Background: an optimization exercise with open tools, aiming at small area and a short achievable clock period. Do not read the settings as production practice. In this exercise RTL edits were held to simulation tests only and were not proved equivalent to the original.

==> design.v <==
module viterbi_add_select #(
    parameter ZA = 0,
    parameter ZB = 0
) (
    input             clk,
    input      [11:0] m0,       
    input      [11:0] m1,       
    input      [8:0]  bA,
    input      [8:0]  bB,
    input      [9:0]  eu,       
    input      [9:0]  ed,       
    input             go,       
    input             hold,     
    output reg        du,       
    output reg        dd,       
    output reg [11:0] mu,       
    output reg [11:0] md        
);
wire [11:0] i0 = {m0[11:8] + 4'd1, m0[7:0]};    
wire [11:0] i1 = {m1[11:8] + 4'd1, m1[7:0]};    
wire [11:0] u0 = ZA ? i0 : m0 + {3'd0, bA};
wire [11:0] u1 = ZB ? i1 : m1 + {3'd0, bB};
wire [11:0] d0 = ZB ? i0 : m0 + {3'd0, bB};
wire [11:0] d1 = ZA ? i1 : m1 + {3'd0, bA};
wire [11:0] n1 = ~m1;
wire [11:0] xu = {{2{eu[9]}}, eu};
wire [11:0] xd = {{2{ed[9]}}, ed};
wire [11:0] su = m0 ^ n1 ^ xu;
wire [11:0] cu = (m0 & n1) | (m0 & xu) | (n1 & xu);
wire [11:0] sd = m0 ^ n1 ^ xd;
wire [11:0] cd = (m0 & n1) | (m0 & xd) | (n1 & xd);
wire [11:0] tu = su + {cu[10:0], 1'b1};
wire [11:0] td = sd + {cd[10:0], 1'b1};
wire        gu = ~tu[11];
wire        gd = ~td[11];
wire su0 = go & ~gu;
wire su1 = go &  gu;
wire sd0 = go & ~gd;
wire sd1 = go &  gd;
always @(posedge clk) begin
    du <= gu;
    dd <= gd;
    mu <= ({12{su0}} & u0) | ({12{su1}} & u1) | ({12{hold}} & mu);
    md <= ({12{sd0}} & d0) | ({12{sd1}} & d1) | ({12{hold}} & md);
end
endmodule
module viterbi_data_forward(
    input         clk,
    input         rst,
    input  [7:0]  LLR0,
    input  [7:0]  LLR1,
    input         data_in_v,
    output [63:0] back_info,
    output        back_info_v
);
localparam [63:0] ATAB = {
    2'd3, 2'd2, 2'd3, 2'd2, 2'd0, 2'd1, 2'd0, 2'd1,
    2'd0, 2'd1, 2'd0, 2'd1, 2'd3, 2'd2, 2'd3, 2'd2,
    2'd1, 2'd0, 2'd1, 2'd0, 2'd2, 2'd3, 2'd2, 2'd3,
    2'd2, 2'd3, 2'd2, 2'd3, 2'd1, 2'd0, 2'd1, 2'd0};
wire [8:0] p = {LLR0[7], LLR0} + {LLR1[7], LLR1} + 9'd256;
reg  [7:0] ra, rb, na, nb;
reg  [8:0] rp, np;
reg  [9:0] rq, rnq, rpp, rnp;    
reg  [9:0] iq, inq, ipp, inp;    
reg        v1, v2, clr;
always @(posedge clk) begin
    ra  <= LLR0;
    rb  <= LLR1;
    rp  <= p;
    na  <= ~LLR0;
    nb  <= ~LLR1;
    np  <= ~p;
    rq  <= {LLR0[7], LLR0[7], LLR0} - {LLR1[7], LLR1[7], LLR1};
    rnq <= {LLR1[7], LLR1[7], LLR1} - {LLR0[7], LLR0[7], LLR0};
    rpp <= {LLR0[7], LLR0[7], LLR0} + {LLR1[7], LLR1[7], LLR1};
    rnp <= -({LLR0[7], LLR0[7], LLR0} + {LLR1[7], LLR1[7], LLR1});
    iq  <= ~({LLR0[7], LLR0[7], LLR0} - {LLR1[7], LLR1[7], LLR1});
    inq <= ~({LLR1[7], LLR1[7], LLR1} - {LLR0[7], LLR0[7], LLR0});
    ipp <= ~({LLR0[7], LLR0[7], LLR0} + {LLR1[7], LLR1[7], LLR1});
    inp <= ~(-({LLR0[7], LLR0[7], LLR0} + {LLR1[7], LLR1[7], LLR1}));
    v1  <= data_in_v & ~rst;
    v2  <= v1 & ~rst;
    clr <= rst;
end
wire go   = v1;
wire hold = ~v1 & ~clr;
wire [8:0] bm [0:7];
assign bm[0] = 9'd256;
assign bm[1] = {~ra[7], ra[7], ra[6:0]};
assign bm[2] = {~rb[7], rb[7], rb[6:0]};
assign bm[3] = rp;
assign bm[4] = 9'd256;
assign bm[5] = ~{~na[7], na[7], na[6:0]};
assign bm[6] = ~{~nb[7], nb[7], nb[6:0]};
assign bm[7] = ~np;
wire [9:0] ee [0:7];
assign ee[0] = rnp;
assign ee[1] = rq;
assign ee[2] = rnq;
assign ee[3] = rpp;
assign ee[4] = ~inp;
assign ee[5] = ~iq;
assign ee[6] = ~inq;
assign ee[7] = ~ipp;
wire [11:0] m [0:63];
genvar i;
generate
    for (i = 0; i < 32; i = i + 1) begin : bf
        localparam integer A = ATAB[2*i +: 2];
        localparam integer B = 3 - A;
        localparam integer C = (i >= 16) ? 4 : 0;    
        viterbi_add_select #(.ZA(A == 0), .ZB(B == 0)) u (
            .clk  (clk),
            .m0   (m[2*i]),
            .m1   (m[2*i+1]),
            .bA   (bm[C+A]),
            .bB   (bm[C+B]),
            .eu   (ee[C+A]),
            .ed   (ee[C+B]),
            .go   (go),
            .hold (hold),
            .du   (back_info[i]),
            .dd   (back_info[i+32]),
            .mu   (m[i]),
            .md   (m[i+32])
        );
    end
endgenerate
assign back_info_v = v2;
endmodule
==> run.sh <==
#!/bin/bash
# synth_recipe.tcl (not shown) runs the flow's synth.tcl, then flattens the netlist and writes it again
# the make line also repeats each setting of config.mk as NAME=value (left out here)
make -C /OpenROAD-flow-scripts/flow DESIGN_CONFIG=/design/flow/config.mk WORK_HOME=/design/flow/orfs CLKGATE_MAP_FILE= SYNTH_SCRIPT=/design/flow/synth_recipe.tcl finish
==> config.mk <==
export PLATFORM = sky130hd
export DESIGN_NAME = viterbi_data_forward
export DESIGN_NICKNAME = viterbi_data_forward
export VERILOG_FILES = /design/flow/design.v
export SDC_FILE = /design/flow/constraint.sdc
export NUM_CORES = 8
export LEC_CHECK = 0
export CAP_MARGIN = 20
export CORE_MARGIN = 2
export CORE_UTILIZATION = 40
export SETUP_SLACK_MARGIN = 1.6
export SLEW_MARGIN = 20
==> constraint.sdc <==
create_clock -name core_clock -period 5.5 [get_ports {clk}]
set_input_delay 1.1000 -clock core_clock [delete_from_list [all_inputs] [get_ports {clk}]]
set_output_delay 1.1000 -clock core_clock [all_outputs]
set_load 0.01 [all_outputs]
==> results.toml, run 1 <==
[timing]
maxSlewViolCount = 0
clock.fmax_ghz = 0.2536
timing.slew.headroom = 0.2103
period_share = 0.7171
fin_crit_ps = 3944
tightest_slew_ps = 1176
hold_viol = 0
setup_viol = 0
grt_setup_unrepaired = "yes"
final.setup.tns_ps = 0
finalHoldWorstSlack_ps = 491.0
skew_ps = 66.86

[final_layout]
fin_nets = 14460
area_growth_pct = 12.00
layoutNonFillerInstCount = 15700
drive_above_1_share = 0.07411
final_util = 0.4500
stdcell_area_mm2 = 0.1192

[logic_synthesis]
synth_area_leaders = "ha_1, dfxtp_1, fa_1"
syn_avg_cell_area_um2 = 9.046
syn_area_mm2 = 0.1064
synth_seq_cells = 949
yosys.area.top_type = "ha_1"
synth_cell_type_count = 90
synth_ff_type = "dfxtp_1"
syn_inst = 11760
synthTopCellsByCount = "ha_1, inv_1, dfxtp_1, fa_1, xnor2_1"
synthArstFlopShare = 0
synth_seq_area_share = 0.1785
syn-num-nets = 14160
yosysMostFrequentCell = "ha_1"
yosysWarnings = 4
yosys.area.top_type_share = 0.1881
synth_edf_count = 0

[cts]
h-tree-depth = 4
cts.sinks = 949
clockBufferDepth = 4
cts_root_buffer = "clkbuf_16"
cts_tree = "built"
clock_latency_ps = 870
cts_inserted_buffers = 140
clkTransAtPathRegs_ps = 60

[drt]
dr.pass1.iters = 6
viasPerCell = 5.879
drt_iter0_drc = 10740
routed_wirelength_mm = 447.6
post-route-drc-count = 0
vias = 92310
postRouteAntennaNets = 0
avgRoutedWirePerCell_um = 28.50

[place]
dp_hpwl_mm = 353.1
dpl.cell_count = 15310
dpl_cell_area_mm2 = 0.1124
port_buffers = 83
gp_congestion = 1.031

[critical_path]
crit_arrival_ps = 4610
endpoint_kind = "register"
worstSetupPathType = "reg -> reg"
worstSetupStartpointType = "register"
required_ps = 6160
cp_max_fo = 11
reg2reg_depth = 8

[grt]
antenna_found_initial = 42
grt_pass1_vias = 86180
use_met3 = 0.09341
grt_usage = 0.3222
busiest_layer = "met2"
grt_pass1_wl_mm = 630.3
grt_remaining_overflow = 0
grt_max_degree = 167
use_met1 = 0.4431
met2_usage = 0.4608

[floorplanning]
io_pins = 84
num_rows = 189
core_area_mm2 = 0.2649
die-area_mm2 = 0.2702
initial_core_util = 0.4017
fp.dieH_um = 519.8
die_w_um = 519.8

[worst_hold_path]
min_path_cells = 2
hold_path_class = "reg -> reg"

[run]
drv_cap = 0

[outcome]
outcome = "timing/DRC/antenna clean"
cell type report:
type | count | area, µm²
Multi-Input combinational cell | 9157 | 81380
Clock buffer | 191 | 4031
Tap cell | 3533 | 4420
Antenna cell | 12 | 30.03
Sequential cell | 949 | 19080
Clock inverter | 50 | 604.3
Fill cell | 25910 | 145700
Timing Repair Buffer | 515 | 4663
Inverter | 1295 | 4962
worst max-delay path, stage by stage (launching register included):
cell,delay [ps]
dfxtp_1,950
fa_1,560
ha_1,290
and4_1,210
a21oi_1,70
and3_1,230
xnor2_4,510
mux2i_1,740
o22ai_1,170
path summary, 6_finish.rpt:
kind / slack (ps) / startpoint / end
max: 1560 / bf[2].u.md[9] / bf[17].u.md[10]
min: 490 / bf[0].u.mu[3] / bf[0].u.mu[3]
max reg2reg: 1560 / bf[2].u.md[9] / bf[17].u.md[10]
min reg2reg: 490 / bf[0].u.mu[3] / bf[0].u.mu[3]
cells by family after synthesis:
group / Yosys count / synth area share
adders and majority gates: 2378 / 0.3345
buffers and inverters: 1657 / 0.06303
xor gates and xnor gates: 1156 / 0.09882
AOI/OAI and AO/OA: 2933 / 0.1777
muxes: 533 / 0.05045
and+or+nand+nor: 2157 / 0.09698
DFF: 949 / 0.1785
per-layer routing:
layer | share of wire | wire length, µm
met5 | 0.00013 | 56
met4 | 0.055 | 24560
met3 | 0.12 | 54280
met2 | 0.40 | 180400
met1 | 0.42 | 188300
placed cells by master, fill, tap and decap left out, drive strengths merged, types with 26 or more instances in the layout:
cell type / instances
ha: 1600
inv: 1270
dfxtp: 949
xnor2: 793
fa: 778
o21ai: 669
a21oi: 637
nand2: 597
mux2i: 507
nor2: 497
buf: 432
o22ai: 368
xor2: 363
nand3: 292
nor2b: 220
o21a: 215
a21o: 196
clkbuf: 191
nor3: 183
a211oi: 128
nand2b: 122
o311ai: 121
o211ai: 91
clkdlybuf4s50: 83
a22o: 63
o31ai: 58
or3: 53
a31oi: 50
o21bai: 46
nand4: 36
and4: 34
and3: 34
a211o: 34
clkinvlp: 34
o2111ai: 32
a21boi: 29
clkinv: 29
and2: 27
mux2: 26
o41ai: 26
per-stage QoR:
stage / worst slack (ps)
after floorplan: 1613
after global placement: 921.4
after detailed placement: 893.5
after CTS: 1586
after global routing: 1550
final: 1556
repair_timing:
item / in CTS / in global routing
hold buffers: 0 / 0
setup buffers: 48 / 89
resized for setup: 58 / 81
pin swaps: 11 / 17
endpoints found under the setup margin: 268 / 296
state kept, by name, summed over array words and instances, names as in the netlist:
register,count
bf.u.du,32
rnp,10
na,8
bf.u.md,384
inq,8
np,7
rb,8
rpp,8
bf.u.dd,32
v2,1
v1,1
clr,1
inp,10
rp,7
bf.u.mu,384
ipp,8
iq,8
ra,8
nb,8
rnq,8
rq,8
==> inputs of run 2 (changes only) <==
--- a/config.mk
+++ b/config.mk
@@ -8,5 +8,6 @@
 export CAP_MARGIN = 20
 export CORE_MARGIN = 2
-export CORE_UTILIZATION = 40
-export SETUP_SLACK_MARGIN = 1.6
+export CORE_UTILIZATION = 55
+export PLACE_DENSITY = 0.7
+export SETUP_SLACK_MARGIN = 2.0
 export SLEW_MARGIN = 20
==> results.toml, run 2 <==
[outcome]
outcome = "timing/DRC/antenna clean"

[place]
dp_hpwl_mm = 367.5
place_ws_ps = 678.0
gp_congestion = 1.063
port_buffers = 83

[drt]
drt_iter0_drc = 11430
viasPerCell = 6.540
vias = 97410
avgRoutedWirePerCell_um = 31.99
postRouteAntennaNets = 0
routed_wirelength_mm = 476.4
dr.pass1.iters = 8
post-route-drc-count = 0

[timing]
fin_crit_ps = 3593
finalWorstSetupSlack_ps = 1907
clock.fmax_ghz = 0.2783
hold_viol = 0
setup_viol = 0
tightest_slew_ps = 1255
timing.slew.headroom = 0.1624
maxSlewViolCount = 0
final.setup.tns_ps = 0
grt_setup_unrepaired = "yes"
period_share = 0.6533
finalHoldWorstSlack_ps = 498.2
skew_ps = 52.47

[logic_synthesis]
synth_edf_count = 0
syn_avg_cell_area_um2 = 9.046
yosys.area.top_type_share = 0.1881
synth_area_leaders = "ha_1, dfxtp_1, fa_1"
synth_seq_area_share = 0.1785
syn-num-nets = 14160
syn_inst = 11760
yosys.area.top_type = "ha_1"
synth_seq_cells = 949
synth_ff_type = "dfxtp_1"
yosysWarnings = 4
yosysMostFrequentCell = "ha_1"
synthTopCellsByCount = "ha_1, inv_1, dfxtp_1, fa_1, xnor2_1"
synthArstFlopShare = 0
synth_cell_type_count = 90
syn_area_mm2 = 0.1064

[grt]
busiest_layer = "met2"
grt_pass1_wl_mm = 666.9
grt_usage = 0.4715
grt_pass1_vias = 93090
grt_max_degree = 128
antenna_found_initial = 35
met2_usage = 0.6471
use_met1 = 0.6216
use_met3 = 0.1786
grt_remaining_overflow = 0

[final_layout]
drive_above_1_share = 0.1180
reg.largest.list = "bf.u.md (384), bf.u.mu (384)"
area_growth_pct = 15.04
mostFrequentLayoutCells = "ha_1, inv_1, dfxtp_1, fa_1, xnor2_1"
num-fill-cells = 16310
final_common_cell = "ha_1"
fin_nets = 14640

[cts]
cts.sinks = 949
cts_inserted_buffers = 120
cts_hold_buf = 0
clockBufferDepth = 3
cts_root_buffer = "clkbuf_16"
cts_tree = "built"
h-tree-depth = 3
clock_latency_ps = 860
clkTransAtPathRegs_ps = 70

[critical_path]
worstSetupStartpointType = "register"
crit_buf_inv = 5
slowest_stage = "fa_1"
worstSetupPathType = "reg -> reg"
endpoint_kind = "register"
cp_slowest_stage_delay_ps = 520
cp_max_fo = 7
crit_family = "compound AO/OA/AOI/OAI gates"
rrSetupSlack_ps = 1910
required_ps = 6180
crit_arrival_ps = 4270
worstPathCellList = "clkinvlp_4 > buf_12 > buf_6 > fa_1 > inv_2 > ha_4 > a211oi_2 > o21ai_1 > a2111o_1 > a31oi_4 > xnor2_4 > buf_8 > mux2i_4 > o22ai_1"

[floorplanning]
num_rows = 161
core_area_mm2 = 0.1924
io_pins = 84
initial_core_util = 0.5531
die_w_um = 443.8
die-area_mm2 = 0.1970
fp.dieH_um = 443.8

[worst_hold_path]
hold_path_class = "reg -> reg"

[run]
drv_cap = 0
## run 2: cell count changes in the layout (fill, tap and decap cells not counted), moves of 48 or more
cell     delta
mux2i_1   -111
buf_4      +96
mux2i_4    +75
dfxtp_1    -72
buf_6      +49
dfxtp_2    +48
## run 2: final cells by class
class / instances / area (µm²) / share of cell area
inverters: 1295 / 5070 / 0.04142
repair buffers: 722 / 7114 / 0.05812
flip-flops and latches: 949 / 19230 / 0.1571
diodes: 16 / 40.04 / 0.0003271
clock inverters: 73 / 1112 / 0.009087
multi-input cells: 9159 / 83340 / 0.6808
well taps: 2526 / 3161 / 0.02582
clock buffers: 155 / 3344 / 0.02732
## run 2: worst reg2reg max path, stage by stage (launching register included)
cell	delay (ps)
dfxtp_2	350
clkinvlp_4	150
buf_12	170
buf_6	120
fa_1	520
inv_2	50
ha_4	210
a211oi_2	190
o21ai_1	120
a2111o_1	420
a31oi_4	230
xnor2_4	230
buf_8	200
mux2i_4	340
o22ai_1	130
## run 2: logic make-up (layout without fill, tap and decap cells)
family | count (synthesis) | after routing | synth area share
buf+inv | 1657 | 2245 | 0.06303
mux | 533 | 533 | 0.05045
xor+xnor | 1156 | 1158 | 0.09882
compound gates | 2933 | 2933 | 0.1777
fa+ha+maj | 2378 | 2378 | 0.3345
other cells | 0 | 16 | 0
simple gates | 2157 | 2157 | 0.09698
flops | 949 | 949 | 0.1785
## run 2: what timing repair did
action | CTS | global route
buffers inserted | 222 | 108
gates cloned | 3 | 10
pin swaps | 59 | 128
setup endpoints to repair | 749 | 474
resized for setup | 318 | 395
## run 2: final timing paths
kind                            cells past startpoint       endpoint          start
worst min-delay path                                2  bf[0].u.mu[5]  bf[0].u.mu[5]
worst min register to register                      2  bf[0].u.mu[5]  bf[0].u.mu[5]
worst max-delay path                               14  bf[3].u.md[1]         rnq[1]
worst max register to register                     14  bf[3].u.md[1]         rnq[1]
## run 2: stage by stage
stage / cell area, µm² / cells / utilization
3_5_place_dp: 111400 / 14310 / 0.5788
5_1_grt: 122400 / 14880 / 0.6361
2_1_floorplan: 106700 / 11760 / -
4_1_cts: 119600 / 14760 / 0.6217
3_3_place_gp: 111300 / 14310 / 0.5784
6_report: 122400 / 14900 / 0.6363
## run 2: metal layers
layer	wire [µm]	up-vias
li1	-	42370
met4	36480	18
met3	69260	1427
met1	186500	47690
met5	129	-
met2	184100	5910
==> inputs of run 3 (changes only) <==
--- a/config.mk
+++ b/config.mk
@@ -8,6 +8,8 @@
 export CAP_MARGIN = 20
 export CORE_MARGIN = 2
-export CORE_UTILIZATION = 55
-export PLACE_DENSITY = 0.7
+export CORE_UTILIZATION = 40
+export CTS_BUF_LIST = sky130_fd_sc_hd__clkbuf_8
+export CTS_CLUSTER_SIZE = 30
 export SETUP_SLACK_MARGIN = 2.0
 export SLEW_MARGIN = 20
+export TNS_END_PERCENT = 20
==> results.toml, run 3 <==
[outcome]
outcome = "timing/DRC/antenna clean"

[logic_synthesis]
synth_cell_type_count = 90
synthArstFlopShare = 0
syn-num-nets = 14160
synth_seq_area_share = 0.1785
syn_avg_cell_area_um2 = 9.046
synth_area_leaders = "ha_1, dfxtp_1, fa_1"
yosys.area.top_type_share = 0.1881
yosysMostFrequentCell = "ha_1"
synth_edf_count = 0
synthTopCellsByCount = "ha_1, inv_1, dfxtp_1, fa_1, xnor2_1"
syn_inst = 11760
synth_ff_type = "dfxtp_1"
yosysWarnings = 4
syn_area_mm2 = 0.1064
synth_seq_cells = 949
yosys.area.top_type = "ha_1"

[floorplanning]
die-area_mm2 = 0.2702
initial_core_util = 0.4017
num_rows = 189
fp.dieH_um = 519.8
core_area_mm2 = 0.2649
die_w_um = 519.8
io_pins = 84

[critical_path]
endpoint_kind = "register"
cp_max_fo = 5
crit_arrival_ps = 4460
slowest_stage = "dfxtp_1"
required_ps = 6350
cp_slowest_stage_delay_ps = 580
crit_top_cell = "o211ai_1"
worstSetupStartpointType = "register"
worstPathCellList = "inv_1 > fa_1 > ha_1 > a211o_1 > o211ai_1 > a21oi_1 > o211ai_1 > nand3_2 > xnor2_4 > mux2i_1 > o22ai_1"
worstSetupPathType = "reg -> reg"

[grt]
grt_max_degree = 172
use_met3 = 0.08303
busiest_layer = "met2"
grt_remaining_overflow = 0
grt_pass1_vias = 87340
grt_pass1_wl_mm = 641.2
antenna_found_initial = 33
use_met1 = 0.4574
met2_usage = 0.4738
grt_usage = 0.3285

[place]
port_buffers = 83
dpl.cell_count = 15320
gp_congestion = 1.014
place_ws_ps = 729.3
dp_hpwl_mm = 356.6

[final_layout]
area_growth_pct = 13.31
reg.largest.list = "bf.u.md (384), bf.u.mu (384)"
mostFrequentLayoutCells = "ha_1, inv_1, dfxtp_1, fa_1, xnor2_1"
num-fill-cells = 25900
drive_above_1_share = 0.1009
final_common_cell = "ha_1"
layoutNonFillerInstCount = 15880
fin_nets = 14590

[drt]
dr.pass1.iters = 8
post-route-drc-count = 0
postRouteAntennaNets = 0
routed_wirelength_mm = 456.4
viasPerCell = 5.893
avgRoutedWirePerCell_um = 28.74
drt_iter0_drc = 10280
vias = 93590

[cts]
cts_root_buffer = "clkbuf_8"
h-tree-depth = 4
clkTransAtPathRegs_ps = 70
cts_hold_buf = 0
cts_tree = "built"
cts_inserted_buffers = 199
cts.sinks = 949
clockBufferDepth = 4
clock_latency_ps = 1020

[timing]
period_share = 0.6559
maxSlewViolCount = 0
tightest_slew_ps = 1269
setup_viol = 0
finalWorstSetupSlack_ps = 1892
final.setup.tns_ps = 0
skew_ps = 71.89
grt_setup_unrepaired = "yes"
timing.slew.headroom = 0.1528
finalHoldWorstSlack_ps = 500.0
clock.fmax_ghz = 0.2772
hold_viol = 0
fin_crit_ps = 3608

[run]
drv_cap = 0

[worst_hold_path]
hold_path_class = "reg -> reg"
[run 3: stage by stage]
step,cell area (µm²),util
finish,120600,0.4552
global route,120500,0.4551
CTS,119200,0.4500
detailed placement,112600,0.4251
global placement,112600,0.4250
floorplan,106600,-
[run 3: final cells by class]
cell class,count,area (µm²),share of cell area
diodes,13,32.53,0.0002698
clock buffers,254,3496,0.02899
clock inverters,88,581.8,0.004826
inverters,1295,5024,0.04167
multi-input cells,9162,82310,0.6827
flip-flops and latches,949,19150,0.1588
well taps,3533,4420,0.03666
repair buffers,589,5549,0.04602
[run 3: critical path: cells and delay by family, from the launching register on]
kind                       cells  cell delay, ps
AOI/OAI and AO/OA              5             800
adders and majority gates      2             800
DFF                            1             580
muxes                          1             500
xor gates and xnor gates       1             360
buffers and inverters          1             250
and+or+nand+nor                1             150
[run 3: logic make-up after synthesis]
logic type               share of synthesized area
flip-flops                                  0.1785
AND/OR/NAND/NOR                            0.09698
AO/OA/AOI/OAI                               0.1777
multiplexers                               0.05045
XOR/XNOR                                   0.09882
buffers and inverters                      0.06303
adder cells (fa/ha/maj)                     0.3345
[run 3: per-layer routing]
layer | share of wire | routed length, µm
met1 | 0.42 | 191400
met2 | 0.41 | 185400
met3 | 0.12 | 54270
met4 | 0.055 | 25310
met5 | 0.00018 | 80
[run 3: repair_timing]
action	4_1_cts	5_1_grt
gates cloned	3	7
setup buffers	134	60
setup endpoints to repair	745	509
pin swaps	31	25
gates resized for setup	201	200
[run 3: worst paths after layout]
kind	to	start	cells past startpoint	slack [ps]
setup / recovery	bf[25].u.md[3]	bf[19].u.md[1]	11	1890
hold reg to reg	bf[0].u.mu[0]	bf[0].u.mu[0]	2	500
hold / removal	bf[0].u.mu[0]	bf[0].u.mu[0]	2	500
setup reg to reg	bf[25].u.md[3]	bf[19].u.md[1]	11	1890
==> inputs of run 4 (changes only) <==
--- a/config.mk
+++ b/config.mk
@@ -13,3 +13,2 @@
 export SETUP_SLACK_MARGIN = 2.0
 export SLEW_MARGIN = 20
-export TNS_END_PERCENT = 20
==> results.toml, run 4 <==
[outcome]
outcome = "timing/DRC/antenna clean"

[critical_path]
r2r_end = "bf[7].u.md[10]"
rrSetupSlack_ps = 2010
worstSetupStartpointType = "register"
reg2reg_depth = 10
rr_startpoint = "ra[2]"
worstSetupPathType = "reg -> reg"
endpoint_kind = "register"
crit_arrival_ps = 4360
required_ps = 6360
cp_max_fo = 12

[logic_synthesis]
syn_avg_cell_area_um2 = 9.046
synthArstFlopShare = 0
syn-num-nets = 14160
synth_cell_type_count = 90
synthTopCellsByCount = "ha_1, inv_1, dfxtp_1, fa_1, xnor2_1"
synth_seq_area_share = 0.1785
synth_area_leaders = "ha_1, dfxtp_1, fa_1"
synth_seq_cells = 949
syn_inst = 11760
synth_ff_type = "dfxtp_1"
yosys.area.top_type = "ha_1"
yosysWarnings = 4
synth_edf_count = 0
syn_area_mm2 = 0.1064
yosys.area.top_type_share = 0.1881
yosysMostFrequentCell = "ha_1"

[drt]
viasPerCell = 5.891
dr.pass1.iters = 6
post-route-drc-count = 0
routed_wirelength_mm = 448.9
postRouteAntennaNets = 0
avgRoutedWirePerCell_um = 28.20
vias = 93800
drt_iter0_drc = 10500

[final_layout]
reg.largest.list = "bf.u.md (384), bf.u.mu (384)"
drive_above_1_share = 0.1049
fin_nets = 14620
final_common_cell = "ha_1"
final-seq-area_mm2 = 0.01917
area_growth_pct = 14.36
mostFrequentLayoutCells = "ha_1, inv_1, dfxtp_1, fa_1, xnor2_1"
multi_input_area_mm2 = 0.08255
num-fill-cells = 25740

[floorplanning]
initial_core_util = 0.4017
num_rows = 189
fp.dieH_um = 519.8
core_area_mm2 = 0.2649
die-area_mm2 = 0.2702
io_pins = 84
die_w_um = 519.8

[cts]
clock_latency_ps = 1020
cts_tree = "built"
h-tree-depth = 4
cts.sinks = 949
clockBufferDepth = 4
cts_inserted_buffers = 196
cts_root_buffer = "clkbuf_8"
clkTransAtPathRegs_ps = 60
cts_hold_buf = 0

[worst_hold_path]
hold_path_class = "reg -> reg"
whs_endpoint = "bf[0].u.mu[5]"
min_from = "bf[0].u.mu[5]"
min_path_cells = 2

[run]
drv_cap = 0

[timing]
final.setup.tns_ps = 0
maxSlewViolCount = 0
period_share = 0.6351
tightest_slew_ps = 1170
timing.slew.headroom = 0.2191
setup_viol = 0
fin_crit_ps = 3493
grt_setup_unrepaired = "yes"
hold_viol = 0
skew_ps = 72.10
finalHoldWorstSlack_ps = 504.6
clock.fmax_ghz = 0.2863

[grt]
grt_pass1_wl_mm = 635.3
grt_pass1_vias = 87220
antenna_found_initial = 30
grt_remaining_overflow = 0
grt_usage = 0.3233
grt_max_degree = 141

[place]
port_buffers = 83
gp_congestion = 1.028
dp_hpwl_mm = 350.5
## run 4: worst max path at each step
stage	startpoint	endpoint	slack, ps
2_1_floorplan	ipp[1]	bf[21].u.md[10]	1890
3_3_place_gp	rpp[1]	bf[10].u.mu[11]	1280
3_5_place_dp	rpp[1]	bf[10].u.mu[11]	1220
4_1_cts	bf[29].u.mu[4]	bf[14].u.mu[10]	1950
5_1_grt	rnq[3]	bf[1].u.md[3]	1960
6_report	ra[2]	bf[7].u.md[10]	2010
## run 4: repair_timing
item                                    CTS  global route
endpoints found under the setup margin  711           413
pin swaps                                38            52
buffers inserted                        143            95
resized for setup                       218           268
cloned                                    5             5
endpoints found under the hold margin     0             0
## run 4: stage by stage
stage	worst slack, ps	instance area, µm²	utilization	cells
6_report	2007	121700	0.4594	15920
5_1_grt	1960	121700	0.4594	15920
4_1_cts	1948	119700	0.4520	15810
3_5_place_dp	1223	112600	0.4250	15310
3_3_place_gp	1278	112600	0.4250	15310
2_1_floorplan	1891	106700	-	11760
## run 4: critical path: stages, from the launching register on
cell and delay, ps:
dfxtp_1 750, buf_4 440, ha_1 350, a211oi_1 410
o21ai_0 190, a31oi_1 320, nor2b_1 80, o21ai_0 230
xnor2_1 120, mux2i_2 300, o22ai_1 140
## run 4: final cells by class
cell class                      count  share of cell area
Clock buffer                      245             0.02771
Tap cell                         3533             0.03633
Antenna cell                       14           0.0002879
Sequential cell                   949              0.1575
Clock inverter                    102            0.008041
Inverter                         1295             0.04138
Multi-Input combinational cell   9161              0.6784
Timing Repair Buffer              623             0.05028
## run 4: metal layers
metal / up-vias / track usage / routed length, µm
met1: 45490 / 0.4486 / 187400
met3: 1085 / 0.07662 / 52160
li1: 42390 / - / -
met2: 4819 / 0.4611 / 180500
met4: 8 / 0.1713 / 28740
met5: - / 0 / 52
## run 4: cell families after synthesis
logic type | after synthesis | synth area share
AO/OA/AOI/OAI | 2933 | 0.1777
XOR/XNOR | 1156 | 0.09882
flip-flops | 949 | 0.1785
buffers and inverters | 1657 | 0.06303
adder cells (fa/ha/maj) | 2378 | 0.3345
multiplexers | 533 | 0.05045
AND/OR/NAND/NOR | 2157 | 0.09698
==> inputs of run 5 (changes only) <==
--- a/config.mk
+++ b/config.mk
@@ -11,4 +11,4 @@
 export CTS_BUF_LIST = sky130_fd_sc_hd__clkbuf_8
 export CTS_CLUSTER_SIZE = 30
-export SETUP_SLACK_MARGIN = 2.0
+export SETUP_SLACK_MARGIN = 2.2
 export SLEW_MARGIN = 20
==> results.toml, run 5 <==
[timing]
tightest_slew_ps = 1117
skew_ps = 116.1
clock.fmax_ghz = 0.2840
timing.slew.headroom = 0.2548
final.setup.tns_ps = 0
hold_viol = 0
period_share = 0.6401
setup_viol = 0
fin_crit_ps = 3521
maxSlewViolCount = 0
finalWorstSetupSlack_ps = 1979
grt_setup_unrepaired = "yes"

[logic_synthesis]
synth_seq_area_share = 0.1785
synthTopCellsByCount = "ha_1, inv_1, dfxtp_1, fa_1, xnor2_1"
yosys.area.top_type = "ha_1"
synth_area_leaders = "ha_1, dfxtp_1, fa_1"
yosys.area.top_type_share = 0.1881
syn_area_mm2 = 0.1064
synth_seq_cells = 949
syn_avg_cell_area_um2 = 9.046
syn_inst = 11760
yosysMostFrequentCell = "ha_1"
synth_ff_type = "dfxtp_1"
synth_edf_count = 0
synthArstFlopShare = 0
syn-num-nets = 14160
yosysWarnings = 4
synth_cell_type_count = 90

[final_layout]
final_common_cell = "ha_1"
fin_nets = 14880
num-fill-cells = 25030
stdcell_area_mm2 = 0.1290
final_util = 0.4872
area_growth_pct = 21.27
reg.largest.list = "bf.u.md (384), bf.u.mu (384)"
drive_above_1_share = 0.1671
mostFrequentLayoutCells = "ha_1, inv_1, dfxtp_1, fa_1, xnor2_1"

[drt]
drt_iter0_drc = 10840
routed_wirelength_mm = 458.4
viasPerCell = 5.906
dr.pass1.iters = 7
avgRoutedWirePerCell_um = 28.35
postRouteAntennaNets = 0
vias = 95500
post-route-drc-count = 0

[grt]
grt_pass1_vias = 88470
grt_remaining_overflow = 0
antenna_found_initial = 41
grt_pass1_wl_mm = 637.8
grt_usage = 0.3254
grt_max_degree = 167

[floorplanning]
io_pins = 84
num_rows = 189
die_w_um = 519.8
initial_core_util = 0.4017
core_area_mm2 = 0.2649
die-area_mm2 = 0.2702
fp.dieH_um = 519.8

[cts]
cts_inserted_buffers = 197
clockBufferDepth = 4
cts_tree = "built"
h-tree-depth = 4
cts_hold_buf = 0
cts_root_buffer = "clkbuf_8"
cts.sinks = 949
clkTransAtPathRegs_ps = 70
clock_latency_ps = 1050

[place]
dpl_cell_area_mm2 = 0.1128
gp_congestion = 1.016
dp_hpwl_mm = 348.0
port_buffers = 83
place_ws_ps = 999.5

[critical_path]
cp_max_fo = 6
endpoint_kind = "register"
worstPathCellList = "inv_1 > fa_1 > ha_1 > nor4_2 > nor3_1 > a2111o_1 > a31oi_4 > xnor2_4 > buf_12 > mux2i_4 > o22ai_2"
worstSetupPathType = "reg -> reg"
crit_arrival_ps = 4370
worstSetupStartpointType = "register"
cp_slowest_stage_delay_ps = 490
reg2reg_depth = 11
required_ps = 6350
slowest_stage = "fa_1"

[run]
drv_cap = 0

[worst_hold_path]
hold_path_class = "in -> reg"
min_path_cells = 1

[outcome]
outcome = "timing/DRC/antenna clean"
[run 5: cell count changes in the layout (fill, tap and decap cells not counted), moves of 65 or more]
cell / previous run / this run
mux2i_4: 61 / 193
dfxtp_1: 852 / 787
o21ai_0: 639 / 553
buf_4: 411 / 484
buf_6: 36 / 117
mux2i_1: 409 / 253
o21ai_1: 22 / 88
[run 5: stage by stage]
stage | cells | hold slack, ps
5_1_grt | 16170 | 390.8
6_report | 16170 | 374.5
3_3_place_gp | 15310 | 483.4
2_1_floorplan | 11760 | 455.4
4_1_cts | 15970 | 493.0
3_5_place_dp | 15310 | 484.8
[run 5: timing repair]
item,in CTS,in global routing
pin swaps,110,365
setup buffers,297,171
gates resized for setup,685,838
cloned,17,24
setup endpoints to repair,816,621
[run 5: cell type report]
type	count	area, µm²	area share
multi-input combinational	9162	86380	0.6694
sequential	949	19300	0.1496
timing repair buffer	877	9643	0.07473
inverter	1295	5111	0.03961
tap	3533	4420	0.03426
clock buffer	233	3207	0.02485
clock inverter	114	945.9	0.007331
antenna	8	20.02	0.0001552
[run 5: cell families after synthesis]
family / Yosys count / synth area share
buffers and inverters: 1657 / 0.06303
AOI/OAI and AO/OA: 2933 / 0.1777
adders and majority gates: 2378 / 0.3345
muxes: 533 / 0.05045
and+or+nand+nor: 2157 / 0.09698
xor gates and xnor gates: 1156 / 0.09882
DFF: 949 / 0.1785
[run 5: worst paths after layout]
| path | start | endpoint | slack (ps) |
|---|---|---|---|
| min reg2reg | bf[0].u.mu[0] | bf[0].u.mu[0] | 500 |
| min | LLR0[1] | ra[1] | 370 |
| max | bf[7].u.mu[6] | bf[3].u.md[1] | 1980 |
| max reg2reg | bf[7].u.mu[6] | bf[3].u.md[1] | 1980 |
[run 5: critical path: cells and delay by family (launching register included)]
| family | cells | cell delay [ps] |
|---|---|---|
| DFF | 1 | 450 |
| adders and majority gates | 2 | 750 |
| buffers and inverters | 2 | 350 |
| muxes | 1 | 300 |
| and+or+nand+nor | 2 | 440 |
| AOI/OAI and AO/OA | 3 | 800 |
| xor gates and xnor gates | 1 | 210 |
[run 5: metal layers]
layer	GRT usage	wire [µm]
met5	0	135
met4	0.1617	28040
met3	0.08442	54880
met2	0.4616	184000
met1	0.4534	191400
==> inputs of run 6 (changes only) <==
--- a/design.v
+++ b/design.v
@@ -30,8 +30,27 @@
 wire [11:0] sd = m0 ^ n1 ^ xd;
 wire [11:0] cd = (m0 & n1) | (m0 & xd) | (n1 & xd);
-wire [11:0] tu = su + {cu[10:0], 1'b1};
-wire [11:0] td = sd + {cd[10:0], 1'b1};
-wire        gu = ~tu[11];
-wire        gd = ~td[11];
+wire        gu = ~sign12(su, {cu[10:0], 1'b1});
+wire        gd = ~sign12(sd, {cd[10:0], 1'b1});
+function automatic sign12;
+    input [11:0] x;
+    input [11:0] y;
+    reg   [10:0] g, p, g2, p2;
+    integer j, k;
+    begin
+        g = x[10:0] & y[10:0];
+        p = x[10:0] | y[10:0];
+        for (k = 1; k < 11; k = k * 2) begin
+            g2 = g;
+            p2 = p;
+            for (j = k; j < 11; j = j + 1) begin
+                g2[j] = g[j] | (p[j] & g[j-k]);
+                p2[j] = p[j] & p[j-k];
+            end
+            g = g2;
+            p = p2;
+        end
+        sign12 = x[11] ^ y[11] ^ g[10];
+    end
+endfunction
 wire su0 = go & ~gu;
 wire su1 = go &  gu;
--- a/config.mk
+++ b/config.mk
@@ -11,4 +11,4 @@
 export CTS_BUF_LIST = sky130_fd_sc_hd__clkbuf_8
 export CTS_CLUSTER_SIZE = 30
-export SETUP_SLACK_MARGIN = 2.2
+export SETUP_SLACK_MARGIN = 2.0
 export SLEW_MARGIN = 20
==> results.toml, run 6 <==
[logic_synthesis]
yosys.area.top_type_share = 0.1878
synth_ff_type = "dfxtp_1"
yosysWarnings = 4
syn_avg_cell_area_um2 = 8.803
synth-xor-area-share = 0.1049
synth_cell_type_count = 90
synth_seq_cells = 949
synth_top_family_by_area = "adder cells"
synth_seq_area_share = 0.1878
yosys.area.top_type = "dfxtp_1"
synth_compound_area_frac = 0.2087
syn-num-nets = 13250
yosys.area_share.simple = 0.1109
muxShareOfSynthArea = 0.05044
synthArstFlopShare = 0
synth_area_leaders = "dfxtp_1, fa_1, ha_1"
syn_inst = 11490
synth_fa_ha_area_frac = 0.2854
synth_edf_count = 0
yosysMostFrequentCell = "nand2_1"
synthTopCellsByCount = "nand2_1, ha_1, dfxtp_1, inv_1, xnor2_1"
syn_area_mm2 = 0.1011

[floorplanning]
fp.dieH_um = 506.8
die_w_um = 506.8
die-area_mm2 = 0.2569
core_area_mm2 = 0.2514
initial_core_util = 0.4023
io_pins = 84
num_rows = 184

[drt]
postRouteAntennaNets = 0
avgRoutedWirePerCell_um = 28.99
routed_wirelength_mm = 449.3
dr.pass1.iters = 8
drt_iter0_drc = 8976
post-route-drc-count = 0
vias = 93840
viasPerCell = 6.053

[final_layout]
fin_nets = 13740
final-seq-area_mm2 = 0.01930
area_growth_pct = 16.74
reg.largest.list = "bf.u.md (384), bf.u.mu (384)"
multi_input_area_mm2 = 0.08007
final_common_cell = "nand2_1"
drive_above_1_share = 0.1309
mostFrequentLayoutCells = "nand2_1, ha_1, inv_1, xnor2_1, dfxtp_1"
num-fill-cells = 24030
stdcell_area_mm2 = 0.1181

[cts]
cts_hold_buf = 0
clock_latency_ps = 1050
clockBufferDepth = 3
cts_tree = "built"
cts.sinks = 949
clkTransAtPathRegs_ps = 60
cts_root_buffer = "clkbuf_8"
cts_inserted_buffers = 186
h-tree-depth = 4

[timing]
fin_crit_ps = 3695
final.setup.tns_ps = 0
period_share = 0.6718
clock.fmax_ghz = 0.2707
timing.slew.headroom = 0.1598
grt_setup_unrepaired = "yes"
hold_viol = 0
skew_ps = 74.31
finalWorstSetupSlack_ps = 1805
tightest_slew_ps = 1251
maxSlewViolCount = 0
setup_viol = 0

[grt]
grt_max_degree = 165
grt_usage = 0.3374
grt_remaining_overflow = 0
antenna_found_initial = 23
grt_pass1_wl_mm = 631.8
grt_pass1_vias = 90980

[critical_path]
required_ps = 6420
endpoint_kind = "register"
crit_arrival_ps = 4610
crit_family = "compound AO/OA/AOI/OAI gates"
worstSetupStartpointType = "register"
cp_slowest_stage_delay_ps = 490
worstSetupPathType = "reg -> reg"
worstPathCellList = "buf_4 > fa_1 > a222oi_1 > buf_4 > nand2_1 > o41ai_2 > o41ai_2 > xor2_2 > buf_6 > clkbuf_16 > and4b_1 > or3_1"
cp_max_fo = 8
crit_buf_inv = 4
slowest_stage = "dfxtp_4"
rrSetupSlack_ps = 1810

[place]
port_buffers = 83
place_ws_ps = 817.0
gp_congestion = 1.012
dpl_cell_area_mm2 = 0.1073
dp_hpwl_mm = 342.8

[worst_hold_path]
hold_path_class = "reg -> reg"

[run]
drv_cap = 0

[outcome]
outcome = "timing/DRC/antenna clean"
[run 6: cell types whose count changed in the layout (fill, tap and decap cells not counted), moves of 72 or more]
cell	delta
o21bai_1	+100
nand2_1	+405
ha_1	-607
o22ai_1	-226
a21boi_0	+84
mux2i_1	+143
mux2i_4	-138
inv_1	-330
xnor2_1	+98
o21ai_0	+217
maj3_1	+72
o21a_1	-150
[run 6: worst paths after layout]
check,start,endpoint,cells after the start
max reg2reg,inp[7],bf[19].u.md[9],12
min,bf[3].u.mu[3],bf[3].u.mu[3],2
max,inp[7],bf[19].u.md[9],12
min reg2reg,bf[3].u.mu[3],bf[3].u.mu[3],2
[run 6: worst min-delay path: stages, from the launching register on]
cell and delay, ps:
dfxtp_2 350, nand2_1 60, o21ai_0 60
[run 6: kinds of logic after synthesis]
logic type / after synthesis
multiplexers: 509
AO/OA/AOI/OAI: 3199
XOR/XNOR: 1202
adder cells (fa/ha/maj): 1864
AND/OR/NAND/NOR: 2467
flip-flops: 949
buffers and inverters: 1299
[run 6: what timing repair did]
action                     4_1_cts  5_1_grt
buffers inserted               121      161
gates cloned                     9       26
gates resized for setup        343      493
pin swaps                       43      179
hold endpoints to repair         0        0
setup endpoints to repair      780      609
[run 6: final cells by class]
type / count / area share
Multi-Input combinational cell: 9261 / 0.6782
Sequential cell: 949 / 0.1635
Timing Repair Buffer: 695 / 0.05847
Tap cell: 3348 / 0.03548
Inverter: 887 / 0.02888
Clock buffer: 224 / 0.02611
Clock inverter: 116 / 0.008954
Antenna cell: 20 / 0.0004239
Timing Repair inverter: 1 / 0.00003179
[run 6: per-stage QoR]
| step | hold slack [ps] | util | std cells |
|---|---|---|---|
| global route | 533.4 | 0.4696 | 15490 |
| detailed placement | 507.6 | 0.4266 | 14820 |
| finish | 509.3 | 0.4697 | 15500 |
| global placement | 505.6 | 0.4265 | 14820 |
| CTS | 513.3 | 0.4547 | 15290 |
| floorplan | 446.6 | - | 11490 |
[run 6: layer usage]
metal	wire length, µm	up-vias	share of wire	track usage
met1	173500	46210	0.39	0.4146
met5	14	-	0.000031	0
met4	43100	2	0.096	0.2636
li1	-	41830	-	-
met2	193400	4456	0.43	0.5181
met3	39310	1339	0.087	0.06670
==> inputs of run 7 (changes only) <==
--- a/config.mk
+++ b/config.mk
@@ -11,4 +11,4 @@
 export CTS_BUF_LIST = sky130_fd_sc_hd__clkbuf_8
 export CTS_CLUSTER_SIZE = 30
-export SETUP_SLACK_MARGIN = 2.0
+export SETUP_SLACK_MARGIN = 2.3
 export SLEW_MARGIN = 20
==> results.toml, run 7 <==
[timing]
final.setup.tns_ps = 0
timing.slew.headroom = 0.2599
period_share = 0.6473
finalWorstSetupSlack_ps = 1940
fin_crit_ps = 3560
tightest_slew_ps = 1110
finalHoldWorstSlack_ps = 434.0
clock.fmax_ghz = 0.2809
grt_setup_unrepaired = "yes"
maxSlewViolCount = 0
setup_viol = 0
skew_ps = 71.47
hold_viol = 0

[worst_hold_path]
whs_endpoint = "ra[3]"
min_path_cells = 1
min_from = "LLR0[3]"
hold_path_class = "in -> reg"

[logic_synthesis]
yosys.area.top_type = "dfxtp_1"
synth_cell_type_count = 90
synth_ff_type = "dfxtp_1"
yosysWarnings = 4
synth_seq_cells = 949
synthArstFlopShare = 0
yosys.area.top_type_share = 0.1878
yosysMostFrequentCell = "nand2_1"
syn_avg_cell_area_um2 = 8.803
syn-num-nets = 13250
synth_area_leaders = "dfxtp_1, fa_1, ha_1"
synth_edf_count = 0
syn_inst = 11490
synthTopCellsByCount = "nand2_1, ha_1, dfxtp_1, inv_1, xnor2_1"
synth_seq_area_share = 0.1878
syn_area_mm2 = 0.1011

[floorplanning]
initial_core_util = 0.4023
core_area_mm2 = 0.2514
io_pins = 84
die-area_mm2 = 0.2569
die_w_um = 506.8
fp.dieH_um = 506.8
num_rows = 184

[critical_path]
cp_slowest_stage_delay_ps = 560
crit_arrival_ps = 4400
worstPathCellList = "clkinvlp_4 > buf_8 > fa_2 > a21boi_2 > o2111ai_1 > a31oi_1 > maj3_2 > maj3_2 > maj3_2 > xnor2_4 > clkbuf_16 > mux2i_1 > o21ai_1"
crit_buf_inv = 3
worstSetupStartpointType = "register"
r2r_end = "bf[31].u.mu[4]"
worstSetupPathType = "reg -> reg"
endpoint_kind = "register"
cp_max_fo = 6
crit_top_cell = "maj3_2"
rrSetupSlack_ps = 1940
reg2reg_depth = 13
rr_startpoint = "inp[0]"
slowest_stage = "fa_2"
required_ps = 6340
crit_family = "adder cells"

[drt]
routed_wirelength_mm = 469.1
avgRoutedWirePerCell_um = 29.83
dr.pass1.iters = 6
postRouteAntennaNets = 0
vias = 95780
viasPerCell = 6.090
post-route-drc-count = 0
drt_iter0_drc = 8980

[grt]
grt_remaining_overflow = 0
antenna_found_initial = 33
grt_max_degree = 140
grt_usage = 0.3525
grt_pass1_wl_mm = 656.4
grt_pass1_vias = 93230

[place]
port_buffers = 83
gp_congestion = 1.014
place_ws_ps = 1070
dp_hpwl_mm = 347.3

[final_layout]
mostFrequentLayoutCells = "nand2_1, ha_1, inv_1, xnor2_1, fa_1"
area_growth_pct = 24.04
reg.largest.list = "bf.u.md (384), bf.u.mu (384)"
fin_nets = 13960
final_common_cell = "nand2_1"
drive_above_1_share = 0.1974
final_util = 0.4990

[cts]
cts_root_buffer = "clkbuf_8"
cts_hold_buf = 0
h-tree-depth = 4
cts_inserted_buffers = 187
cts_tree = "built"
clock_latency_ps = 1030
clockBufferDepth = 3
clkTransAtPathRegs_ps = 60
cts.sinks = 949

[run]
drv_cap = 0

[outcome]
outcome = "timing/DRC/antenna clean"
[run 7: cell counts after synthesis]
Identical to the previous run, type by type.
[run 7: per-stage QoR]
stage	area, µm²	cells
floorplan	101800	11490
global placement	107000	14770
detailed placement	107000	14770
finish	125500	15730
CTS	120500	15540
global route	125400	15720
[run 7: timing repair]
action / in CTS / in global routing
resized for setup: 1258 / 941
endpoints found under the setup margin: 840 / 809
buffers inserted: 370 / 157
hold endpoints to repair: 0 / 0
cloned: 51 / 18
pin swaps: 336 / 345
[run 7: routing by layer]
layer / vias up / global-route usage / routed length [µm]
met1: 47340 / 0.4284 / 179200
met3: 1533 / 0.07959 / 42700
met5: - / 0 / 92
li1: 42360 / - / -
met2: 4527 / 0.5301 / 197900
met4: 14 / 0.2955 / 49200
[run 7: cell families after synthesis]
kind of cell / count (synthesis) / synth area share
multiplexers: 509 / 0.05044
adder cells (fa/ha/maj): 1864 / 0.2854
AO/OA/AOI/OAI: 3199 / 0.2087
AND/OR/NAND/NOR: 2467 / 0.1109
buffers and inverters: 1299 / 0.05183
XOR/XNOR: 1202 / 0.1049
flip-flops: 949 / 0.1878
[run 7: layout make-up]
type                    instances  area, µm²
fillers                     23400     125900
multi-input cells            9275      84190
repair buffers                906       9807
well taps                    3348       4189
diodes                         13      32.53
flip-flops and latches        949      19450
clock buffers                 236       3248
clock inverters               113       1097
inverters                     887       3447
[run 7: worst max-delay path by stage]
stage,startpoint,endpoint,slack (ps),depth (start not counted)
6_report,inp[0],bf[31].u.mu[4],1940,13
5_1_grt,inp[0],bf[31].u.mu[6],1840,13
4_1_cts,inp[0],bf[28].u.md[11],1970,14
3_5_place_dp,inp[0],bf[27].u.mu[10],1070,13
3_3_place_gp,inp[0],bf[31].u.mu[0],1080,12
2_1_floorplan,rnp[0],bf[10].u.md[10],1850,12
==> inputs of run 8 (changes only) <==
--- a/config.mk
+++ b/config.mk
@@ -11,4 +11,4 @@
 export CTS_BUF_LIST = sky130_fd_sc_hd__clkbuf_8
 export CTS_CLUSTER_SIZE = 30
-export SETUP_SLACK_MARGIN = 2.3
+export SETUP_SLACK_MARGIN = 1.5
 export SLEW_MARGIN = 20
==> results.toml, run 8 <==
[logic_synthesis]
syn_area_mm2 = 0.1011
yosysWarnings = 4
synth_cell_type_count = 90
yosys.area.top_type = "dfxtp_1"
synth_seq_cells = 949
synth_area_leaders = "dfxtp_1, fa_1, ha_1"
yosysMostFrequentCell = "nand2_1"
synth_seq_area_share = 0.1878
synth_ff_type = "dfxtp_1"
synthTopCellsByCount = "nand2_1, ha_1, dfxtp_1, inv_1, xnor2_1"
yosys.area.top_type_share = 0.1878
synthArstFlopShare = 0
synth_edf_count = 0
syn_avg_cell_area_um2 = 8.803
syn_inst = 11490
syn-num-nets = 13250

[place]
dpl_cell_area_mm2 = 0.1070
dp_hpwl_mm = 338.9
port_buffers = 83
gp_congestion = 1.009

[drt]
dr.pass1.iters = 9
routed_wirelength_mm = 435.6
avgRoutedWirePerCell_um = 28.65
drt_iter0_drc = 8786
postRouteAntennaNets = 0
viasPerCell = 6.022
vias = 91580
post-route-drc-count = 0

[final_layout]
area_growth_pct = 11.01
fin_nets = 13450
stdcell_area_mm2 = 0.1123
final_util = 0.4466
final-seq-area_mm2 = 0.01911
num-fill-cells = 24580
multi_input_area_mm2 = 0.07772
reg.largest.list = "bf.u.md (384), bf.u.mu (384)"
drive_above_1_share = 0.07805
final_common_cell = "nand2_1"
mostFrequentLayoutCells = "nand2_1, ha_1, inv_1, dfxtp_1, xnor2_1"

[critical_path]
worstSetupStartpointType = "register"
crit_arrival_ps = 4820
rr_startpoint = "rq[2]"
reg2reg_depth = 13
endpoint_kind = "register"
cp_max_fo = 13
worstSetupPathType = "reg -> reg"
r2r_end = "bf[5].u.md[3]"
required_ps = 6330
rrSetupSlack_ps = 1510

[timing]
final.setup.tns_ps = 0
tightest_slew_ps = 1329
period_share = 0.7259
maxSlewViolCount = 0
fin_crit_ps = 3992
timing.slew.headroom = 0.1143
setup_viol = 0
clock.fmax_ghz = 0.2505
skew_ps = 74.68
hold_viol = 0
grt_setup_unrepaired = "yes"

[cts]
cts_tree = "built"
h-tree-depth = 4
clock_latency_ps = 1020
cts_root_buffer = "clkbuf_8"
clkTransAtPathRegs_ps = 70
clockBufferDepth = 3
cts.sinks = 949
cts_inserted_buffers = 185

[worst_hold_path]
min_from = "bf[9].u.mu[4]"
hold_path_class = "reg -> reg"
whs_endpoint = "bf[9].u.mu[4]"
min_path_cells = 2

[floorplanning]
die-area_mm2 = 0.2569
num_rows = 184
core_area_mm2 = 0.2514
initial_core_util = 0.4023
io_pins = 84
die_w_um = 506.8
fp.dieH_um = 506.8

[grt]
grt_remaining_overflow = 0
antenna_found_initial = 26
grt_max_degree = 163
grt_usage = 0.3305
grt_pass1_vias = 89500
grt_pass1_wl_mm = 618.3

[outcome]
outcome = "timing/DRC/antenna clean"

[run]
drv_cap = 0
run 8: what timing repair did:
action | CTS | global route
hold buffers | 0 | 0
pin swaps | 2 | 5
endpoints found under the setup margin | 337 | 267
gates cloned | 0 | 4
gates resized for setup | 55 | 76
buffers inserted | 19 | 22
run 8: worst max-delay path by stage:
stage | from | endpoint | depth (start not counted)
floorplan | inp[0] | bf[31].u.mu[3] | 12
global placement | LLR0[3] | inp[7] | 11
detailed placement | LLR1[3] | rnp[9] | 10
CTS | inq[3] | bf[28].u.mu[1] | 10
global route | bf[28].u.md[0] | bf[30].u.mu[3] | 12
finish | rq[2] | bf[5].u.md[3] | 13
run 8: area by class of cell:
class / instances / area share
clock inverters: 105 / 0.008525
flip-flops and latches: 949 / 0.1702
well taps: 3348 / 0.03731
repair buffers: 423 / 0.03298
diodes: 20 / 0.0004458
inverters: 887 / 0.02996
clock buffers: 231 / 0.02832
multi-input cells: 9244 / 0.6922
run 8: metal layers:
layer / track usage / up-vias / share of wire
met2: 0.5162 / 4178 / 0.44
met4: 0.2463 / 8 / 0.090
met1: 0.4010 / 44930 / 0.39
met3: 0.06870 / 1234 / 0.086
li1: - / 41230 / -
met5: 0 / - / 0.00012
run 8: stage by stage:
step	worst slack, ps	cells	hold slack (ps)
after floorplan	1509	11490	446.6
after global placement	806.1	14800	480.6
after detailed placement	867.4	14800	480.2
after CTS	1449	15160	491.5
after global routing	1488	15200	529.3
final	1508	15210	489.3
run 8: worst max-delay path, stage by stage, from the launching register on:
cell and delay, ps:
dfxtp_1 370, clkinvlp_4 330, buf_4 350, fa_1 450, inv_1 80, a21oi_1 60
or3_1 370, a32oi_1 250, maj3_1 280, a2111oi_0 90, nor3_2 170, buf_4 340
mux2i_2 540, o21ai_0 140
run 8: cells by family after synthesis:
logic type      share of synthesized area
xor+xnor                           0.1049
compound gates                     0.2087
simple gates                       0.1109
mux                               0.05044
buf+inv                           0.05183
flops                              0.1878
fa+ha+maj                          0.2854
==> inputs of run 9 (changes only) <==
--- a/config.mk
+++ b/config.mk
@@ -11,4 +11,4 @@
 export CTS_BUF_LIST = sky130_fd_sc_hd__clkbuf_8
 export CTS_CLUSTER_SIZE = 30
-export SETUP_SLACK_MARGIN = 1.5
+export SETUP_SLACK_MARGIN = 1.7
 export SLEW_MARGIN = 20
==> results.toml, run 9 <==
[outcome]
outcome = "timing/DRC/antenna clean"

[drt]
drt_iter0_drc = 9130
top_layer = "met5"
post-route-drc-count = 0
postRouteAntennaNets = 0
dr.pass1.iters = 7
met3_length_mm = 39.25
vias = 92860
met1_length_mm = 169.3
routed_wirelength_mm = 442.7
route.met2.wl_mm = 191.2
viasPerCell = 6.062
avgRoutedWirePerCell_um = 28.90

[logic_synthesis]
yosysMostFrequentCell = "nand2_1"
syn-num-nets = 13250
yosysWarnings = 4
syn_inst = 11490
synth_seq_cells = 949
yosys.area.top_type = "dfxtp_1"
syn_area_mm2 = 0.1011
synth_area_leaders = "dfxtp_1, fa_1, ha_1"
synth_seq_area_share = 0.1878
synth_cell_type_count = 90
synthTopCellsByCount = "nand2_1, ha_1, dfxtp_1, inv_1, xnor2_1"
synth_ff_type = "dfxtp_1"
synth_edf_count = 0
synthArstFlopShare = 0
yosys.area.top_type_share = 0.1878
syn_avg_cell_area_um2 = 8.803

[timing]
hold_viol = 0
timing.slew.headroom = 0.2135
fin_crit_ps = 3797
clock.fmax_ghz = 0.2634
tightest_slew_ps = 1178
period_share = 0.6904
setup_viol = 0
grt_setup_unrepaired = "yes"
finalWorstSetupSlack_ps = 1703
final.setup.tns_ps = 0
skew_ps = 74.44
maxSlewViolCount = 0

[critical_path]
reg2reg_depth = 13
required_ps = 6370
rr_startpoint = "inp[0]"
endpoint_kind = "register"
worstSetupPathType = "reg -> reg"
cp_slowest_stage_delay_ps = 570
slowest_stage = "mux2i_2"
r2r_end = "bf[21].u.md[5]"
crit_top_cell = "buf_4"
rrSetupSlack_ps = 1700
worstSetupStartpointType = "register"
worstPathCellList = "clkinvlp_4 > buf_4 > fa_1 > nor2_1 > a211o_1 > o221ai_1 > a221oi_1 > a211oi_1 > o311a_1 > xnor2_2 > buf_4 > mux2i_2 > o21ai_0"
crit_arrival_ps = 4670
cp_max_fo = 14

[floorplanning]
fp.dieH_um = 506.8
num_rows = 184
initial_core_util = 0.4023
io_pins = 84
core_area_mm2 = 0.2514
die-area_mm2 = 0.2569
die_w_um = 506.8

[place]
dp_hpwl_mm = 344.4
gp_congestion = 1.010
place_ws_ps = 725.8
dpl_cell_area_mm2 = 0.1073
port_buffers = 83

[worst_hold_path]
whs_endpoint = "bf[27].u.mu[10]"
min_from = "bf[27].u.mu[10]"
hold_path_class = "reg -> reg"
min_path_cells = 2

[cts]
clkTransAtPathRegs_ps = 70
cts_root_buffer = "clkbuf_8"
cts_hold_buf = 0
cts.sinks = 949
cts_tree = "built"
h-tree-depth = 4
clock_latency_ps = 1050
clockBufferDepth = 3
cts_inserted_buffers = 189

[grt]
grt_pass1_wl_mm = 625.7
grt_usage = 0.3347
grt_remaining_overflow = 0
grt_pass1_vias = 90240
antenna_found_initial = 32
grt_max_degree = 174

[final_layout]
fin_nets = 13550
final_common_cell = "nand2_1"
area_growth_pct = 12.87
stdcell_area_mm2 = 0.1142
mostFrequentLayoutCells = "nand2_1, ha_1, inv_1, dfxtp_1, xnor2_1"
reg.largest.list = "bf.u.md (384), bf.u.mu (384)"
drive_above_1_share = 0.09286

[run]
drv_cap = 0
-- run 9: cell count changes in the layout (fill, tap and decap cells not counted), sizes merged --
cell / change
a311oi: +1
buf: +93
bufinv: +10
clkdlybuf4s50: -2
clkinv: +5
diode: -3
dlymetal6s2s: +2
o211ai: +1
xnor2: +5
-- run 9: layer usage --
layer  GRT usage  vias up
met5           0        -
met4      0.2645       24
met3     0.06857     1353
met2      0.5161     4502
met1      0.4068    45520
li1            -    41460
-- run 9: area by class of cell --
cell class | instances | area, µm²
diodes | 17 | 42.54
fillers | 24390 | 137200
flip-flops and latches | 949 | 19150
well taps | 3348 | 4189
inverters | 887 | 3391
repair buffers | 517 | 4566
clock inverters | 120 | 1340
multi-input cells | 9251 | 78310
clock buffers | 230 | 3166
-- run 9: stage by stage --
step	hold slack [ps]	instances	utilization
after floorplan	446.6	11490	-
after global placement	467.2	14840	0.4267
after detailed placement	469.7	14840	0.4268
after CTS	484.6	15230	0.4486
after global routing	523.7	15310	0.4540
final	484.5	15320	0.4541
-- run 9: logic make-up after synthesis --
family                   Yosys count  synth area share
multiplexers                     509           0.05044
XOR/XNOR                        1202            0.1049
adder cells (fa/ha/maj)         1864            0.2854
AND/OR/NAND/NOR                 2467            0.1109
AO/OA/AOI/OAI                   3199            0.2087
flip-flops                       949            0.1878
buffers and inverters           1299           0.05183
-- run 9: how the worst max path moves through the flow --
stage / startpoint / endpoint
2_1_floorplan: nb[1] / bf[30].u.mu[9]
3_3_place_gp: LLR0[3] / rnp[9]
3_5_place_dp: LLR0[3] / rnp[9]
4_1_cts: rq[3] / bf[5].u.md[9]
5_1_grt: bf[0].u.md[1] / bf[16].u.mu[5]
6_report: inp[0] / bf[21].u.md[5]
-- run 9: timing repair --
action | 4_1_cts | 5_1_grt
endpoints found under the setup margin | 594 | 347
resized for setup | 112 | 135
pin swaps | 9 | 25
buffers inserted | 44 | 59
cloned | 2 | 8
-- run 9: worst max-delay path, delay by kind of cell, from the launching register on --
family | cells | cell delay, ps
AO/OA/AOI/OAI | 6 | 1100
buffers and inverters | 3 | 780
multiplexers | 1 | 570
adder cells (fa/ha/maj) | 1 | 530
flip-flops | 1 | 370
AND/OR/NAND/NOR | 1 | 160
XOR/XNOR | 1 | 150

separate check: timing with driven ports:
How much do the figures lean on ideal ports? The routed layouts below were timed once more, with nothing changed but the port constraints. Step 1 sets driving cells, clkbuf_16 on the clock port and buf_2 on the other inputs (assumed; they add their load-dependent delay and slew). Step 2 also shifts input and output timing later by t, the mid clock arrival at the registers, as if the neighbouring blocks saw the same clock. Three values: ideal, step 1, step 2; two values: the first two.
| run | t, ns | setup WS [ns] | worst setup path after step 2 | cell pins on the clock port's net |
|---|---|---|---|---|
| run 1 | 0.937 | 1.556 / 1.556 / 1.075 | input to register | 1 |
| run 2 | 0.928 | 1.907 / 1.906 / 1.138 | input to register | 1 |
| run 3 | 1.082 | 1.892 / 1.892 / 1.204 | input to register | 1 |
| run 4 | 1.069 | 2.007 / 2.007 / 1.024 | input to register | 1 |
| run 5 | 1.079 | 1.979 / 1.979 / 1.307 | input to register | 1 |
| run 6 | 1.122 | 1.805 / 1.805 / 1.026 | input to register | 1 |
| run 7 | 1.094 | 1.940 / 1.940 / 1.306 | input to register | 1 |
| run 8 | 1.079 | 1.508 / 1.508 / 0.760 | input to register | 1 |
| run 9 | 1.110 | 1.703 / 1.703 / 0.781 | input to register | 1 |
After both steps setup and hold are still met in every run listed. For run 4, which loses most, drivers alone change the setup slack by 0.000 ns; drivers and shift together by -0.983 ns.
